This design comes from an exercise in tuning for small area and a short achievable clock period on the open sky130 flow, not from production work. The RTL was checked by simulation tests, not by an equivalence proof against the original design.

`design.v`:
```
module cmx_add (
    input [31:0] a,
    input [31:0] b,
    input sub_flag,
    output [31:0] c
  );
  wire signed [15:0] a_real = a[15:0];
  wire signed [15:0] a_img = a[31:16];
  wire signed [15:0] b_real = b[15:0];
  wire signed [15:0] b_img = b[31:16];
  wire [15:0] c_real = (sub_flag)? (a_real - b_real):
       a_real + b_real;
  wire [15:0] c_img = (sub_flag)? (a_img - b_img):
       a_img + b_img;
  assign c = {c_img, c_real};     
endmodule
module bfu_internal(
    input [31:0] a,
    input [31:0] b,
    output [31:0] c_plus,
    output [31:0] c_minus
  );
  cmx_add u0_cmx_add_plus(
    .a(a),
    .b(b),
    .sub_flag(1'h0),
    .c(c_plus)
  );
  cmx_add u1_cmx_add_minus(
    .a(a),
    .b(b),
    .sub_flag(1'h1),
    .c(c_minus)
  );
endmodule
module cmx_mult # (parameter AWIDTH = 16, BWIDTH = 16)
  (
    input clk,
    input reset_n,
    input signed [AWIDTH-1:0]      ar, ai,
    input signed [BWIDTH-1:0]      br, bi,
    output signed [AWIDTH+BWIDTH:0] pr, pi
  );
  reg signed [AWIDTH-1:0] ai_d, ai_dd, ai_ddd, ai_dddd   ;
  reg signed [AWIDTH-1:0] ar_d, ar_dd, ar_ddd, ar_dddd   ;
  reg signed [BWIDTH-1:0] bi_d, bi_dd, bi_ddd, br_d, br_dd, br_ddd ;
  reg signed [AWIDTH:0]  addcommon     ;
  reg signed [BWIDTH:0]  addr, addi     ;
  reg signed [AWIDTH+BWIDTH:0] mult0, multr, multi, pr_int, pi_int  ;
  reg signed [AWIDTH+BWIDTH:0] common, commonr1, commonr2   ;
  always @(posedge clk or negedge reset_n)
  begin
    if (!reset_n)
    begin
      ar_d   <= 'h0;
      ar_dd  <= 'h0;
      ai_d   <= 'h0;
      ai_dd  <= 'h0;
      br_d   <= 'h0;
      br_dd  <= 'h0;
      br_ddd <= 'h0;
      bi_d   <= 'h0;
      bi_dd  <= 'h0;
      bi_ddd <= 'h0;
    end
    else
    begin
      ar_d   <= ar;
      ar_dd  <= ar_d;
      ai_d   <= ai;
      ai_dd  <= ai_d;
      br_d   <= br;
      br_dd  <= br_d;
      br_ddd <= br_dd;
      bi_d   <= bi;
      bi_dd  <= bi_d;
      bi_ddd <= bi_dd;
    end
  end
  always @(posedge clk or negedge reset_n)
  begin
    if (!reset_n)
    begin
      addcommon <= 'h0;
      mult0     <= 'h0;
      common    <= 'h0;
    end
    else
    begin
      addcommon <= ar_d - ai_d;
      mult0     <= addcommon * bi_dd;
      common    <= mult0;
    end
  end
  always @(posedge clk or negedge reset_n)
  begin
    if (!reset_n)
    begin
      ar_ddd   <= 'h0;
      ar_dddd  <= 'h0;
      addr     <= 'h0;
      multr    <= 'h0;
      commonr1 <= 'h0;
      pr_int   <= 'h0;
    end
    else
    begin
      ar_ddd   <= ar_dd;
      ar_dddd  <= ar_ddd;
      addr     <= br_ddd - bi_ddd;
      multr    <= addr * ar_dddd;
      commonr1 <= common;
      pr_int   <= multr + commonr1;
    end
  end
  always @(posedge clk or negedge reset_n)
  begin
    if (!reset_n)
    begin
      ai_ddd   <= 'h0;
      ai_dddd  <= 'h0;
      addi     <= 'h0;
      multi    <= 'h0;
      commonr2 <= 'h0;
      pi_int   <= 'h0;
    end
    else
    begin
      ai_ddd   <= ai_dd;
      ai_dddd  <= ai_ddd;
      addi     <= br_ddd + bi_ddd;
      multi    <= addi * ai_dddd;
      commonr2 <= common;
      pi_int   <= multi + commonr2;
    end
  end
  assign pr = pr_int;
  assign pi = pi_int;
endmodule  
module delay_buffer #(
    parameter  BIT_WIDTH = 32,
    parameter  DELAY_STAGES = 6
  ) (
    input clk,
    input reset_n,
    input [BIT_WIDTH-1:0] buf_in,
    output [BIT_WIDTH-1:0] buf_out
  );
  reg [BIT_WIDTH-1:0] r_stages [0:DELAY_STAGES-1];
  integer  i;
  always @(posedge clk or negedge reset_n)
  begin
    if (!reset_n)
    begin
      for (i=0; i<DELAY_STAGES; i=i+1)
      begin
        r_stages[i] <= 'h0;
      end
    end
    else
    begin
      r_stages[0] <= buf_in;
      for (i=0; i<(DELAY_STAGES-1); i=i+1)
      begin
        r_stages[i+1] <= r_stages[i];
      end
    end
  end
  assign buf_out = r_stages[DELAY_STAGES-1];
endmodule
module rom_async (
	addr,
	data
);
	parameter WIDTH = 8;
	parameter DEPTH = 256;
	parameter INIT_F = "";
	localparam ADDRW = $clog2(DEPTH);
	input wire [ADDRW - 1:0] addr;
	output reg [WIDTH - 1:0] data;
	reg [WIDTH - 1:0] memory [0:DEPTH - 1];
	initial begin
		$readmemh("tw_rom_p_8_st_1_q_8.mem", memory);
	end
	always @(*) data = memory[addr];
endmodule
module tw_rom #(parameter ROM_DEPTH = 4,
                  parameter ROM_WIDTH = 32,
                  parameter ROM_FILE = "tw_rom.mem",
                  parameter A_WIDTH = $clog2(ROM_DEPTH)
                 ) (
                   input [A_WIDTH-1:0] addr,
                   output  signed [15:0] tw_real,
                   output  signed [15:0] tw_img
                 );
  rom_async #(
              .WIDTH(ROM_WIDTH),
              .DEPTH(ROM_DEPTH),
              .INIT_F(ROM_FILE)
            ) tw_rom(
              .addr(addr),
              .data({tw_img, tw_real})
            );
endmodule
module bfu_dif_top
  #(parameter  Q_POINT = 8,
    parameter  TW_ROM_DEPTH = 4,
    parameter ADDR_W = $clog2(TW_ROM_DEPTH),
    parameter TW_ROM_FILE = "tw_rom_p_8_st_1_q_8.mem")
   (
     input clk,
     input reset_n,
     input [31:0] a,
     input [31:0] b,
     input [ADDR_W-1:0] tw_addr,
     output [31:0] c_plus,
     output [31:0] c_minus
   );
  reg [31:0] a1, b1;
  reg [1:0]  tw1;
  reg [31:0] p2;
  reg signed [15:0] dr2, di2;
  reg [1:0]  tw2;
  reg [31:0] p3;
  reg signed [16:0] ur3;
  reg signed [17:0] ui3;
  reg k3;
  reg [31:0] p4, p5, p6;
  reg [31:0] m4, m5, m6;
  wire [15:0] sr = a1[15:0] + b1[15:0];
  wire [15:0] si = a1[31:16] + b1[31:16];
  wire [15:0] dr = a1[15:0] - b1[15:0];
  wire [15:0] di = a1[31:16] - b1[31:16];
  reg signed [16:0] ur;
  reg signed [17:0] ui;
  always @(*) begin
    case (tw2)
      2'd0: begin ur = dr2;       ui = di2;        end
      2'd1: begin ur = dr2 + di2; ui = di2 - dr2;  end
      2'd2: begin ur = di2;       ui = -dr2;       end
      default: begin ur = di2 - dr2; ui = -dr2 - di2; end
    endcase
  end
  wire signed [23:0] ur_x = ur3;
  wire signed [23:0] ui_x = ui3;
  wire [23:0] pr = k3 ? (ur_x <<< 8) - (ur_x <<< 6) - (ur_x <<< 4) + (ur_x <<< 2) + ur_x : (ur_x <<< 8);
  wire [23:0] pi = k3 ? (ui_x <<< 8) - (ui_x <<< 6) - (ui_x <<< 4) + (ui_x <<< 2) + ui_x : (ui_x <<< 8);
  always @(posedge clk) begin
    a1 <= a; b1 <= b; tw1 <= tw_addr;
    p2 <= {si, sr}; dr2 <= dr; di2 <= di; tw2 <= tw1;
    p3 <= p2; ur3 <= ur; ui3 <= ui; k3 <= tw2[0];
    p4 <= p3; m4 <= {pi[23:8], pr[23:8]};
    p5 <= p4; m5 <= m4;
    p6 <= p5; m6 <= m5;
  end
  assign c_plus = p6;
  assign c_minus = m6;
endmodule
```
`tw_rom_p_8_st_1_q_8.mem`:
```
00000100
FF4B00B5
FF000000
FF4BFF4B
```
`run.sh`:
```
#!/bin/bash
# synth_recipe.tcl (not shown) runs the flow's synth.tcl, then flattens the netlist and writes it again
# the make line also repeats each setting of config.mk as NAME=value (left out here)
make -C /OpenROAD-flow-scripts/flow DESIGN_CONFIG=/design/flow/config.mk WORK_HOME=/design/flow/orfs CLKGATE_MAP_FILE= SYNTH_SCRIPT=/design/flow/synth_recipe.tcl finish
```
`config.mk`:
```
export PLATFORM = sky130hd
export DESIGN_NAME = bfu_dif_top
export DESIGN_NICKNAME = bfu_dif_top
export VERILOG_FILES = /design/flow/design.v
export SDC_FILE = /design/flow/constraint.sdc
export NUM_CORES = 4
export LEC_CHECK = 0
export CAP_MARGIN = 20
export CORE_MARGIN = 2
export CORE_UTILIZATION = 40
export SLEW_MARGIN = 20
```
`constraint.sdc`:
```
create_clock -name core_clock -period 6.5 [get_ports {clk}]
set_input_delay 1.3000 -clock core_clock [delete_from_list [all_inputs] [get_ports {clk}]]
set_output_delay 1.3000 -clock core_clock [all_outputs]
set_load 0.01 [all_outputs]
```
==> flow_metrics.env, run 1 <==
export IMPL_outcome="timing/DRC/antenna clean"
export IMPL_place_gp_congestion=0.8930
export IMPL_drc_errors=0
export IMPL_die_y_um=219.0
export IMPL_cts_tree="built"
export IMPL_required_ns=6.91
export IMPL_io_pins=132
export IMPL_maxSlewHeadroom_pct=48.58
export IMPL_overflow=0
export IMPL_yosysWarnings=1
export IMPL_finalCritPeriodShare_pct=71.28
export IMPL_synth_top_area_share_pct=42.24
export IMPL_syn_area_um2=18480
export IMPL_synth_yosys_seq_area_share_pct=42.24
export IMPL_chipWidth_um=219.0
export IMPL_synth_edf_count=0
export IMPL_antenna_cells=0
export IMPL_cts_hold_buf=0
export IMPL_num_rows=78
export IMPL_endpoint_kind="flip-flop"
export IMPL_port_buffers=130
export IMPL_cts_resized=0
export IMPL_yosys_area_share_adder_pct=22.75
export IMPL_cpPeakStageDelay_ns=0.54
export IMPL_wl_per_cell_um=14.13
export IMPL_ys_flop_type="dfxtp_1"
export IMPL_fin_setup_tns_ns=0
export IMPL_start_util_pct=40.64
export IMPL_ys_ff_latch=390
export IMPL_synth_xor_area_share_pct=6.160
export IMPL_crit_path_start_kind="flip-flop"
export IMPL_synth_compound_area_share_pct=10.94
export IMPL_final_nets=2271
export IMPL_postCtsSetupBuffers=0
export IMPL_ctsHtreeMaxLevel=2
export IMPL_rsz0062_at_grt="no"
export IMPL_yosys_area_share_simple_pct=7.447
export IMPL_drive_gt1_share_pct=5.120
export IMPL_dr_pass1_iters=7
export IMPL_hold_path_class="reg -> reg"
export IMPL_vias=12060
export IMPL_slew_viol_final=0
export IMPL_clock_latency_ns=0.58
export IMPL_grt_max_degree=64
export IMPL_grt_pass1_wl_um=60170
export IMPL_cts_made_buffers=41
export IMPL_yosys_top_cells_area="dfxtp_1 42%, ha_1 12%, fa_1 10%"
export IMPL_max_freq_mhz=215.8
export IMPL_fin_crit_ns=4.633
export IMPL_post_dp_hpwl_um=28120
export IMPL_yosys_mux_area_fraction_pct=3.452
export IMPL_grtUsageTotal_pct=15.62
export IMPL_tightest_slew_ns=0.7713
export IMPL_vias_per_cell=4.725
export IMPL_clk_pin_slew_ns=0.06
export IMPL_crit_type="reg -> reg"
export IMPL_drt_first_iter_violations=560
export IMPL_die_area_um2=47940
export IMPL_hold_violations=0
export IMPL_synth_top_family_by_area="adder cells"
export IMPL_clock_skew_ns=0.02679
export IMPL_numClockSinks=390
export IMPL_area_delta_synth_final_pct=17.77
export IMPL_worstPathCellList="inv_1, fa_1, inv_1, fa_1, inv_1, fa_1, inv_1, ha_1, a21o_1, a21o_1, a21oi_1, o21ai_0, a211oi_1, o221ai_1, a21oi_1, xnor2_1, a21oi_1"
export IMPL_setup_viol=0
export IMPL_antenna_found_initial=0
export IMPL_ys_types=68
export IMPL_wl_um=36070
export IMPL_antenna_left=0
export IMPL_syn_avg_cell_area_um2=10.33
export IMPL_critPathTopFamily="adder cells"
export IMPL_synth_nets=2136
export IMPL_cp_num_buf_inv=4
export IMPL_drv_cap=0
export IMPL_async_reset_ff_share_pct=0
export IMPL_clock_tree_root_cell="clkbuf_16"
export IMPL_clockBufferDepth=3
export IMPL_design_core_area_um2=45480
export IMPL_cp_data_arrival_time_ns=5.05
export IMPL_cp_slowest_cell="fa_1"
export IMPL_synth_area_leader_cell="dfxtp_1"
export IMPL_syn_inst=1789
export IMPL_critical_path_max_fanout=4
export IMPL_cpMostUsedCell="inv_1"
export IMPL_grt_pass1_vias=12280
[synth_stat cells, types with 5 or more instances]
master	n
nor2_1	96
nand2b_1	13
dfxtp_1	390
and3_1	6
nand4_1	5
nor2b_1	12
nor3_1	33
o21ai_0	68
clkbuf_1	31
or3_1	12
a21oi_1	101
nand2_1	54
nor4_1	7
buf_1	9
mux2i_1	21
o41ai_1	5
a31oi_1	10
a211oi_1	10
o211ai_1	6
o31a_1	6
o21a_1	15
a21o_1	23
a211o_1	6
nand3_1	26
ha_1	184
xnor2_1	96
mux4_2	19
fa_1	95
inv_1	303
xor2_1	34
o21bai_1	24
[path summary, 6_finish.rpt]
| kind | from | end | slack (ns) | cells after the start |
|---|---|---|---|---|
| hold / removal | p5[9] | p6[9] | 0.32 | 0 |
| setup / recovery | ur3[1] | m4[15] | 1.87 | 17 |
| setup reg to reg | ur3[1] | m4[15] | 1.87 | 17 |
| hold reg to reg | p5[9] | p6[9] | 0.32 | 0 |
[metrics by stage]
| step | hold slack (ns) | utilization (%) | cells | setup WS, ns | area (um^2) |
|---|---|---|---|---|---|
| after floorplan | 0.3096 | - | 1789 | 2.393 | 18480 |
| after global placement | 0.3103 | 44.87 | 2481 | 1.950 | 20400 |
| after detailed placement | 0.3121 | 44.87 | 2481 | 1.889 | 20400 |
| after CTS | 0.3086 | 47.86 | 2553 | 1.835 | 21770 |
| after global routing | 0.3158 | 47.86 | 2553 | 1.587 | 21770 |
| final | 0.3150 | 47.86 | 2553 | 1.867 | 21770 |
[placed cells by master (no fill, tap or decap), types with 23 or more instances in the layout]
master | Yosys | layout
o21ai_0 | 68 | 68
ha_1 | 184 | 184
xnor2_1 | 96 | 96
xor2_1 | 34 | 34
o21bai_1 | 24 | 24
fa_1 | 95 | 95
a21oi_1 | 101 | 101
nor2_1 | 96 | 96
inv_1 | 303 | 303
dfxtp_1 | 390 | 388
nand3_1 | 26 | 26
clkdlybuf4s50_1 | 0 | 130
nand2_1 | 54 | 54
nor3_1 | 33 | 33
clkbuf_16 | 0 | 42
a21o_1 | 23 | 23
[layer usage]
metal	up-vias	GRT usage, %	wire [um]
met2	248	26.24	16810
met1	5641	20.13	16850
met3	61	2.481	1379
met5	-	0	0
met4	0	6.081	1027
li1	6114	-	-
[cell families (layout without fill, tap and decap cells)]
logic type,count (synthesis),in the layout
muxes,40,40
xor gates and xnor gates,130,130
DFF,390,390
buffers and inverters,345,509
adders and majority gates,279,279
and+or+nand+nor,287,287
AOI/OAI and AO/OA,318,318
[area by class of cell]
cell class / instances / area [um^2]
clock buffer: 49 / 1107
clock inverter: 23 / 255.2
fill: 4250 / 23710
inverter: 304 / 1141
multi-input combinational: 1054 / 9379
sequential: 390 / 7810
tap: 600 / 750.7
timing repair buffer: 133 / 1324
[state kept, by name, indices dropped and copies added, names as in the netlist, 17 cells and up]
signal,flops
b1,32
p2,30
m6,32
m5,32
ur3,17
p4,32
p6,32
m4,32
p5,32
ui3,18
p3,32
a1,32
==> inputs of run 2 (changes only) <==
--- a/config.mk
+++ b/config.mk
@@ -10,2 +10,3 @@
 export CORE_UTILIZATION = 40
+export SETUP_SLACK_MARGIN = 3.8
 export SLEW_MARGIN = 20
==> flow_metrics.env, run 2 <==
export IMPL_synth_compound_area_share_pct=10.94
export IMPL_clock_skew_ns=0.02688
export IMPL_grt_pass1_vias=13230
export IMPL_ys_ff_latch=390
export IMPL_synth_top_family_by_area="adder cells"
export IMPL_clock_latency_ns=0.57
export IMPL_yosysWarnings=1
export IMPL_drc_errors=0
export IMPL_cts_made_buffers=41
export IMPL_wl_per_cell_um=14.74
export IMPL_synth_nets=2136
export IMPL_grtUsageTotal_pct=16.62
export IMPL_dr_pass1_iters=5
export IMPL_die_y_um=219.0
export IMPL_hold_path_class="reg -> reg"
export IMPL_vias=12650
export IMPL_tightest_slew_ns=0.8184
export IMPL_clk_pin_slew_ns=0.06
export IMPL_yosys_area_share_adder_pct=22.75
export IMPL_fill_cells=3978
export IMPL_vias_per_cell=4.757
export IMPL_area_delta_synth_final_pct=30.86
export IMPL_syn_inst=1789
export IMPL_crit_type="reg -> reg"
export IMPL_syn_avg_cell_area_um2=10.33
export IMPL_hold_ws_ns=0.3220
export IMPL_clockBufferDepth=3
export IMPL_synth_area_leader_cell="dfxtp_1"
export IMPL_final_cell_mix="348 x dfxtp_1, 258 x inv_1, 140 x ha_1"
export IMPL_grt_pass1_wl_um=64360
export IMPL_clock_tree_root_cell="clkbuf_16"
export IMPL_start_util_pct=40.64
export IMPL_ys_types=68
export IMPL_slew_viol_final=0
export IMPL_fin_setup_tns_ns=0
export IMPL_antenna_cells=0
export IMPL_design_core_area_um2=45480
export IMPL_io_pins=132
export IMPL_crit_path_start_kind="flip-flop"
export IMPL_port_buffers=130
export IMPL_ys_flop_type="dfxtp_1"
export IMPL_final_common_cell="dfxtp_1"
export IMPL_setup_viol=0
export IMPL_final_nets=2374
export IMPL_finalCritPeriodShare_pct=59.85
export IMPL_outcome="timing/DRC/antenna clean"
export IMPL_rsz0062_at_grt="yes"
export IMPL_die_area_um2=47940
export IMPL_wl_um=39190
export IMPL_endpoint_kind="flip-flop"
export IMPL_place_gp_congestion=0.9012
export IMPL_grt_max_degree=64
export IMPL_overflow=0
export IMPL_ys_top_cells_by_count="390 x dfxtp_1, 303 x inv_1, 184 x ha_1"
export IMPL_antenna_found_initial=0
export IMPL_cts_tree="built"
export IMPL_drive_gt1_share_pct=23.80
export IMPL_dp_cells=2481
export IMPL_yosys_top_cells_area="dfxtp_1 42%, ha_1 12%, fa_1 10%"
export IMPL_chipWidth_um=219.0
export IMPL_yosys_mux_area_fraction_pct=3.452
export IMPL_yosysMostFrequentCell="dfxtp_1"
export IMPL_drt_first_iter_violations=499
export IMPL_fin_crit_ns=3.891
export IMPL_fin_cells=2659
export IMPL_syn_area_um2=18480
export IMPL_critical_path_max_fanout=3
export IMPL_r2r_worst_path_cells=18
export IMPL_num_rows=78
export IMPL_hold_violations=0
export IMPL_hold_path_depth=0
export IMPL_required_ns=6.93
export IMPL_maxSlewHeadroom_pct=45.44
export IMPL_cp_data_arrival_time_ns=4.32
export IMPL_max_freq_mhz=257.0
export IMPL_antenna_left=0
export IMPL_synth_edf_count=0
export IMPL_yosys_area_share_simple_pct=7.447
export IMPL_async_reset_ff_share_pct=0
export IMPL_post_dp_hpwl_um=28360
export IMPL_ctsHtreeMaxLevel=2
export IMPL_synth_xor_area_share_pct=6.160
export IMPL_numClockSinks=390
export IMPL_drv_cap=0
export IMPL_synth_top_area_share_pct=42.24
export IMPL_synth_yosys_seq_area_share_pct=42.24
==> run 2: cell counts after synthesis <==
No cell type changed its count.
==> run 2: worst paths after layout <==
check | to | start | slack, ns
hold / removal | m5[16] | m4[16] | 0.32
setup reg to reg | m4[9] | ur3[5] | 2.61
setup / recovery | m4[9] | ur3[5] | 2.61
hold reg to reg | m5[16] | m4[16] | 0.32
==> run 2: critical path, stage by stage (launching register included) <==
cell	delay, ns
dfxtp_4	0.36
fa_1	0.55
inv_2	0.05
fa_1	0.49
inv_2	0.04
fa_1	0.49
inv_2	0.05
ha_4	0.21
a21o_1	0.16
a21o_1	0.16
a21oi_2	0.17
buf_4	0.14
o21a_1	0.11
nand2_2	0.09
buf_4	0.16
a21o_1	0.18
a21oi_2	0.13
xor2_1	0.14
mux2i_1	0.09
==> run 2: layout make-up <==
cell class | instances | area [um^2] | area share [%]
inverters | 304 | 1182 | 4.889
clock inverters | 19 | 242.7 | 1.004
well taps | 600 | 750.7 | 3.104
flip-flops and latches | 390 | 7928 | 32.78
repair buffers | 236 | 2085 | 8.619
multi-input cells | 1054 | 10830 | 44.80
clock buffers | 56 | 1164 | 4.811
==> run 2: repair_timing <==
action,CTS,global route
endpoints found under the setup margin,125,64
pin swaps,103,83
hold endpoints to repair,0,0
hold buffers,0,0
buffers inserted,66,37
gates resized for setup,237,126
==> run 2: cells by family (layout without fill, tap and decap cells) <==
| logic type | after synthesis | after routing |
|---|---|---|
| compound gates | 318 | 318 |
| xor+xnor | 130 | 130 |
| mux | 40 | 40 |
| flops | 390 | 390 |
| buf+inv | 345 | 615 |
| simple gates | 287 | 287 |
| fa+ha+maj | 279 | 279 |
==> run 2: routing by layer <==
metal / GRT usage (%) / wire length, um / vias up
li1: - / - / 6328
met1: 20.98 / 17540 / 5983
met2: 28.73 / 18910 / 249
met3: 2.328 / 1511 / 88
met4: 6.441 / 1224 / 0
met5: 0 / 0 / -
==> run 2: stage by stage <==
step | utilization [%] | area (um^2) | setup WS, ns
after CTS | 51.21 | 23290 | 2.668
after global placement | 45.82 | 20840 | 2.580
after floorplan | - | 18920 | 2.804
final | 53.18 | 24190 | 2.609
after global routing | 53.18 | 24190 | 2.398
after detailed placement | 45.82 | 20840 | 2.544

## separate check: timing with driven ports
Ports are ideal in the flow. The routed layouts listed here were re-timed in OpenROAD. Step 1 sets driving cells, clkbuf_16 on the clock port and buf_2 on the other inputs (assumed; they add their load-dependent delay and slew). Step 2, shift: input delay + t, output delay - t, t = (earliest + latest rising clock arrival at the registers) / 2. This alone moves slack from input paths to output paths. Three values: ideal, step 1, step 2; two values: the first two.
run	shift t [ns]	slack for setup (ns)	pins driven straight from the clock port
run 1	0.618	1.867 / 1.867 / 1.867	1
run 2	0.619	2.609 / 2.609 / 2.609	1
After both steps setup and hold are still met in every run listed.
